This is an optimization exercise on Yosys and OpenROAD, whose aim is small area and a short achievable clock period, not a production implementation.
RTL that was checked went through simulation tests only; none was proved equivalent to the original.
Power is estimated from default activity; no workload was simulated.

## SIMD
module SIMD(
input [11:0] instruction,
input clk,
input rst,
output [31:0] outputvalue
);
Size in the first run: about 2200 cells after synthesis, roughly 46 I/O pins.
Settings: LEC_CHECK=0, CAP_MARGIN=20, CORE_MARGIN=2, CORE_UTILIZATION=60, CTS_BUF_LIST=sky130_fd_sc_hd__clkbuf_8 sky130_fd_sc_hd__clkbuf_16, CTS_CLUSTER_SIZE=40, SETUP_SLACK_MARGIN=5, SLEW_MARGIN=20; clock period 10.0 ns.
run.sh (not shown) runs the stock make flow with config.mk's settings and CLKGATE_MAP_FILE= SYNTH_SCRIPT=/design/flow/synth_recipe.tcl, a recipe that flattens the netlist after the stock synthesis.
The first run completed without violations.
Next try:
CORE_UTILIZATION = 40   (was 60)
CTS_BUF_LIST = not set   (was sky130_fd_sc_hd__clkbuf_8 sky130_fd_sc_hd__clkbuf_16)
CTS_CLUSTER_SIZE = not set   (was 40)
SETUP_SLACK_MARGIN = 4   (was 5)
After rerunning:
- The new run finished with timing, DRC and antenna clean
- die area increases by well over a third
- global-route usage fell by 11 points
- clock skew grows by 6.5 ps

---

the reference run:
SIMD, a different RTL version from the one above (not shown whole).
For scale: ~450 flip-flops, roughly 26000 um^2 of cells after synthesis.
export LEC_CHECK = 0
export CAP_MARGIN = 20
export CORE_MARGIN = 2
export CORE_UTILIZATION = 60
export CTS_CLUSTER_DIAMETER = 150
export CTS_CLUSTER_SIZE = 20
export SLEW_MARGIN = 20
create_clock -name core_clock -period 10.0 [get_ports {clk}]
standard.sh (not shown) runs the stock make flow with config.mk's settings and CLKGATE_MAP_FILE= SYNTH_SCRIPT=/design/flow/synth_recipe.tcl, a recipe that flattens the netlist after the stock synthesis.
==> flow/flow/run.sh <==
#!/bin/bash
set -euo pipefail
bash standard.sh SETUP_SLACK_MARGIN=6 finish > make_finish.log 2>&1
The reference run: flow completed, timing, DRC and antenna clean
--- input diff the reference run..the trial run ---
==> flow/flow/run.sh <==
#!/bin/bash
set -euo pipefail
bash standard.sh SETUP_SLACK_MARGIN=5.5 finish > make_finish.log 2>&1
### Flow results
Diff the trial run..the reference run | fraction of standard cell area in multi-input logic | negligible
Density: the trial run sparser than the reference run
The trial run ends up with lower worst-case headroom to the max-slew limit than the reference run does.
The trial run vs. the reference run: final hold slack went up by 0.011 ns.
Design area shrinks by a few percent when moving from the reference run to the trial run.
The trial run: clock-buffer cell count 2 below the reference run
Summary of the trial run over the reference run: async set-or-reset flop fraction in the synthesized netlist comparable, static leakage now smaller.
No run of this note included a check of the RTL's function; only the layout flow was run.

---

Setup of red:
SIMD, a different RTL version from the one above (not shown whole).
For scale: ~2500 cells after synthesis, roughly 450 flip-flops, roughly 26000 um^2 of cells after synthesis.
clock: 10.0 ns
lec_check: 0
cap_margin: 20
core_margin: 2
core_utilization: 60
cts_cluster_diameter: 150
cts_cluster_size: 20
slew_margin: 20
==> flow/flow/run.sh <==
#!/bin/bash
set -euo pipefail
bash standard.sh SETUP_SLACK_MARGIN=5.5 finish > make_finish.log 2>&1
red: no failed stages, no open violations at the end
Inputs modified between red and blue:
==> flow/flow/run.sh <==
#!/bin/bash
set -euo pipefail
bash standard.sh SETUP_SLACK_MARGIN=5.25 finish > make_finish.log 2>&1
==> comparison <==
- Comparing blue and red, the lower total power was measured on blue.
- Clock power essentially unchanged between red and blue.
- Sort blue and red by critical path depth, ascending, and red comes first.
- For blue, the uppermost layer routed was met4, unlike red, where it was met5.
- blue finished every step from synthesis to the final layout, and the layout passed the timing, design-rule and antenna checks.
- blue: final critical path time including I/O delays and setup 140 ps above red
- Of blue and red, the run reporting the lower largest stage delay on the critical path was red.
- Measured against each other, blue and red differ in worst path buffer plus inverter count, the higher figure coming from red.
Function was not checked in any run of this note: the RTL went through the layout flow alone.

---

== main ==
Another version of the RTL of SIMD (not shown whole).
Size: ~2,500 cells after synthesis, ~46 I/O pins.
clock: 10.0 ns
lec_check: 0
cap_margin: 20
core_margin: 2
core_utilization: 65
cts_cluster_diameter: 150
cts_cluster_size: 20
slew_margin: 20
==> flow/flow/run.sh <==
#!/bin/bash
set -euo pipefail
bash standard.sh SETUP_SLACK_MARGIN=5.5 finish > make_finish.log 2>&1
The final layout from main, which completed every stage, passed the timing, design-rule and antenna checks at the end of the flow.
For the feature branch, these inputs were changed with respect to main:
# main
export LEC_CHECK = 0
export CAP_MARGIN = 20
export CORE_MARGIN = 2
export CORE_UTILIZATION = 65
export CTS_CLUSTER_DIAMETER = 150
export CTS_CLUSTER_SIZE = 20
export SLEW_MARGIN = 20
create_clock -name core_clock -period 10.0 [get_ports {clk}]
# the feature branch
export LEC_CHECK = 0
export CAP_MARGIN = 20
export CORE_MARGIN = 2
export CORE_UTILIZATION = 60
export CTS_CLUSTER_DIAMETER = 150
export CTS_CLUSTER_SIZE = 20
export SLEW_MARGIN = 20
create_clock -name core_clock -period 10.0 [get_ports {clk}]
==> notes.md <==
- Summary of the feature branch over main: floorplan row count now sits higher; tightest slew margin relative to the limit now sits lower; setup slack now sits higher.
- Taking main as the reference, in the feature branch cell area after layout now sits lower; global-route wire length before repair now sits higher.
- In the feature branch, the largest voltage drop on the vdd net came out 8.5% below the value in main.
- Compared to main, the feature branch has internal power contribution about 0.9% lower.
- Of the feature branch and main, the lower number of clock-tree buffers in the layout belongs to the feature branch.
- From main to the feature branch the numbers moved as follows: detailed-placement wirelength estimate went up by 1.6%, achievable clock frequency moved up.

---

## north
RTL: one of the versions met above, not the one the previous note started from.
Size in the first run: ~430 flip-flops, about 46 I/O pins, ~0.027 mm^2 of cells after synthesis.
Settings: LEC_CHECK=0, CAP_MARGIN=20, CORE_MARGIN=2, CORE_UTILIZATION=40, CTS_CLUSTER_SIZE=30, SETUP_SLACK_MARGIN=5, SLEW_MARGIN=20; clock period 10.0 ns.
run.sh (not shown) runs the stock make flow with config.mk's settings and CLKGATE_MAP_FILE= SYNTH_SCRIPT=/design/flow/synth_recipe.tcl, a recipe that flattens the netlist after the stock synthesis.
Stock flow here: none of the scripts above is used.
Looking at the reports, north completed the entire flow and the layout it produced met the timing, design-rule and antenna checks.
--- input diff north..south ---
Settings: setting TNS_END_PERCENT to 5 for the first time; removing CTS_CLUSTER_SIZE (formerly 30).
Findings:
On critical path depth: between north and south, it ends up higher for south. Diff north -> south: final area dropped 1.2%; final worst-path setup slack decreased 0.13 ns; register-to-register slack decreased by 0.13 ns relative to the old numbers. Side by side, number of antenna violations at the first check in global routing turned out lower in south than in north. Sort north and south by share of layout cells above drive strength 1 asc -> top: south. The lower final critical delay including setup and external delays came out of north. The run showing the smaller routed wire length is south. In the flow results for north and south, the global-route wire length before repair is larger on north. Count of input and output buffers: north vs south identical.
Setup changes, south to east
Settings: a change of CORE_UTILIZATION from 40 to 60; a deleted TNS_END_PERCENT that had been 5.
[summary]
Summary of east over south: minimum clock period fell 0.12 ns; overall power moved down; growth of design area from synthesis to finish saw a decrease; setup slack went up by 0.12 ns; global-route wire length before repair fell by 3800 um. south and east ended up with roughly the same insertion delay of the later-clocked pin in the worst-skew pair. On via count, south beats east. Cmp east vs south: fmax higher in east.
## Diff of input files: west against east
Settings: an added CTS_CLUSTER_SIZE of 26; an added CTS_CLUSTER_DIAMETER of 150.
- Delta (west minus east): highest net fanout along the worst path now sits higher, clock network fraction of design power now sits lower, sequential share of layout area now sits higher, worst vdd rail ir drop now sits higher, met1 capacity usage during global routing now sits higher.
- Lower total buffers and inverters traversed by the critical path was reported by east, not west.
- Every run in the comparison, west and east, completed the flow with a clean layout.
- Taking east as the reference, in west total vias in the final route lower, TritonCTS buffer count lower, total power lower, hold slack higher.
- Met2 routed wirelength: west vs east — no meaningful difference

-- afterwards: timing with drivers on the ports --
No port has a modelled driver above. Below, the same layouts with a new extraction and two added sets of constraints.
Step 1 sets driving cells, clkbuf_16 on the clock port and buf_2 on the other inputs (assumed; they add their load-dependent delay and slew).
Step 2 adds t to the input delays and takes it off the output delays; t is the mean of the earliest and latest rising clock arrival at the registers after step 1. Input paths then give back, and output paths get back, about the clock's delay inside the block.
a / b / c = ideal / step 1 / step 2; a / b = the first two.
run | t (ns) | setup slack, ns | worst setup path after step 2 | clock arrival spread, ns
the first run of note 1 | 0.655 | 5.118 / 5.118 / 5.118 | register to register | 0.031 / 0.031
the second run of note 1 | 0.669 | 4.230 / 4.230 / 4.230 | register to register | 0.039 / 0.039
the reference run | 0.653 | 5.356 / 5.356 / 5.356 | register to register | 0.043 / 0.044
the trial run | 0.670 | 5.363 / 5.363 / 5.184 | input to register | 0.041 / 0.041
red | 0.645 | 5.388 / 5.388 / 5.173 | input to register | 0.043 / 0.043
blue | 0.641 | 5.248 / 5.248 / 4.972 | input to register | 0.037 / 0.037
main | 0.654 | 5.398 / 5.398 / 5.398 | register to register | 0.043 / 0.044
the feature branch | 0.656 | 5.444 / 5.444 / 5.444 | register to register | 0.026 / 0.026
north | 0.652 | 5.120 / 5.120 / 4.542 | input to register | 0.038 / 0.038
south | 0.668 | 4.992 / 4.992 / 4.931 | input to register | 0.028 / 0.028
east | 0.655 | 5.113 / 5.113 / 5.113 | register to register | 0.025 / 0.025
west | 0.623 | 5.046 / 5.046 / 5.046 | register to register | 0.042 / 0.043
After both steps setup and hold are still met in every run listed. The setup slack of north, which loses most, moves by 0.000 ns with the drivers and by -0.578 ns with both steps.
